From an optimization exercise on the open Yosys and OpenROAD flow, aimed at small area and a short achievable clock period; shortcuts taken in it are not production practice.

==> v18: inputs <==
## IDP_encoder_42
module IDP_encoder_42(
  input wire [28:0] datain,
  input wire clock,
  output reg [41:0] codeout
);
  wire t_a63245986_b1 = ~datain[1];
  wire t_a63245986_b2 = (~datain[2] & t_a63245986_b1);
  wire t_a63245986_b3 = (~datain[3] & t_a63245986_b2);
  wire t_a63245986_b4 = (~datain[4] & t_a63245986_b3);
  wire t_a63245986_b5 = (~datain[5] | t_a63245986_b4);
  wire t_a63245986_b6 = (~datain[6] & t_a63245986_b5);
  wire t_a63245986_b7 = (~datain[7] | t_a63245986_b6);
  wire t_a63245986_b8 = (~datain[8] & t_a63245986_b7);
  wire t_a63245986_b9 = (~datain[9] | t_a63245986_b8);
  wire t_a63245986_b10 = (~datain[10] | t_a63245986_b9);
  wire t_a63245986_b11 = (~datain[11] | t_a63245986_b10);
  wire t_a63245986_b12 = (~datain[12] & t_a63245986_b11);
  wire t_a63245986_b13 = (~datain[13] & t_a63245986_b12);
  wire t_a63245986_b14 = (~datain[14] & t_a63245986_b13);
  wire t_a63245986_b15 = (~datain[15] & t_a63245986_b14);
  wire t_a63245986_b16 = (~datain[16] | t_a63245986_b15);
  wire t_a63245986_b17 = (~datain[17] & t_a63245986_b16);
  wire t_a63245986_b18 = (~datain[18] | t_a63245986_b17);
  wire t_a63245986_b19 = (~datain[19] & t_a63245986_b18);
  wire t_a63245986_b20 = (~datain[20] & t_a63245986_b19);
  wire t_a63245986_b21 = (~datain[21] & t_a63245986_b20);
  wire t_a63245986_b22 = (~datain[22] | t_a63245986_b21);
  wire t_a63245986_b23 = (~datain[23] | t_a63245986_b22);
  wire t_a63245986_b24 = (~datain[24] | t_a63245986_b23);
  wire t_a63245986_b25 = (~datain[25] | t_a63245986_b24);
  ...
export LEC_CHECK = 0
export ABC_AREA = 1
export CAP_MARGIN = 20
export CORE_MARGIN = 2
export CORE_UTILIZATION = 55
export CTS_CLUSTER_DIAMETER = 60
export CTS_CLUSTER_SIZE = 10
export SLEW_MARGIN = 20
create_clock -name core_clock -period 70.0 [get_ports {clock}]
standard.sh (not shown) runs the stock make flow with config.mk's settings and CLKGATE_MAP_FILE= SYNTH_SCRIPT=/design/flow/synth_recipe.tcl, a recipe that flattens the netlist after the stock synthesis.
==> flow/flow/run.sh <==
#!/bin/bash
# Own flow: the standard ORFS flow, with ORFS's area ABC script replaced by flow/abc_area.script.
set -euo pipefail
W=$(pwd)
rm -rf "$W/scripts_mod"
cp -r "$FLOW_HOME/scripts" "$W/scripts_mod"
cp "$W/flow/abc_area.script" "$W/scripts_mod/abc_area.script"
bash "$W/standard.sh" SCRIPTS_DIR="$W/scripts_mod" finish > "$W/orfs_make.log" 2>&1 || { tail -50 "$W/orfs_make.log"; exit 1; }
tail -5 "$W/orfs_make.log"
==> flow/flow/abc_area.script <==
strash
dc2
dch -f
map -D 24000
topo
buffer -c
upsize -c -D 24000
dnsize -c -D 24000
==> v26 (differences from v18) <==
==> flow/flow/abc_area.script (replaced) <==
strash
dc2
dch -f
amap -m
topo
stime -c
Settings changed: CORE_UTILIZATION 55 to 40.
==> v13 (differences from v18) <==
==> flow/flow/abc_area.script (replaced) <==
strash
dc2
dch -f
map -D 16000
topo
buffer -c
upsize -c -D 16000
dnsize -c -D 16000
==> results.txt <==
item	v13	v18	v26
Signed area change from the synthesized netlist to the final layout	8.80%	10.2%	13.5%
Area of the mapped netlist	13100 um^2	11400 um^2	10600 um^2
Met3 wirelength from detailed routing	3.62 mm	4.34 mm	3.80 mm
GR Util met1	44.1%	45.6%	37.9%
GRT Util Overall	35.5%	36.2%	29.1%
Crit path arrival time	38.51 ns	44.24 ns	50.74 ns
Placement row count	56	52	59
Number of clock buffer instances in the layout	5	6	5
Initial drt markers	2234	2253	1944
Total wire length after detailed routing	45.1 mm	41.8 mm	42.9 mm
Xor and xnor area share after synthesis	10.5%	8.98%	0.0823%
Via-to-Cell Ratio	6.23	6.18	6.24
DIE AREA	25000 um^2	21900 um^2	27900 um^2
Outcome	finished clean	finished clean	finished clean
No run of this note included a check of the RTL's function; only the layout flow was run.

==> afterwards: timing with drivers on the ports <==
In the flow no input, the clock included, has a driving cell. The finished layouts below were timed again as built, in two steps. Step 1: set_driving_cell puts a clkbuf_16 on clock and a buf_2 on each other input, an assumption about the parent block. Step 2 times the ports against the registers' clock, not the clock port: input delays grow and output delays shrink by t, the midpoint of the rising clock arrivals with the driver on. Three values: ideal, step 1, step 2; two values: the first two.
run | t (ns) | setup WS [ns] | hold WS [ns] | latest minus earliest clock arrival (ns)
v18 | 0.335 | 25.983 / 25.984 / 25.650 | 14.471 / 14.452 / 14.757 | 0.007 / 0.007
v26 | 0.340 | 19.494 / 19.511 / 19.171 | 14.485 / 14.470 / 14.753 | 0.010 / 0.010
v13 | 0.350 | 31.692 / 31.713 / 31.363 | 14.497 / 14.474 / 14.759 | 0.004 / 0.004
After both steps every run listed still meets setup and hold. For v18, which loses most, drivers alone change the setup slack by +0.001 ns; drivers and shift together by -0.333 ns.
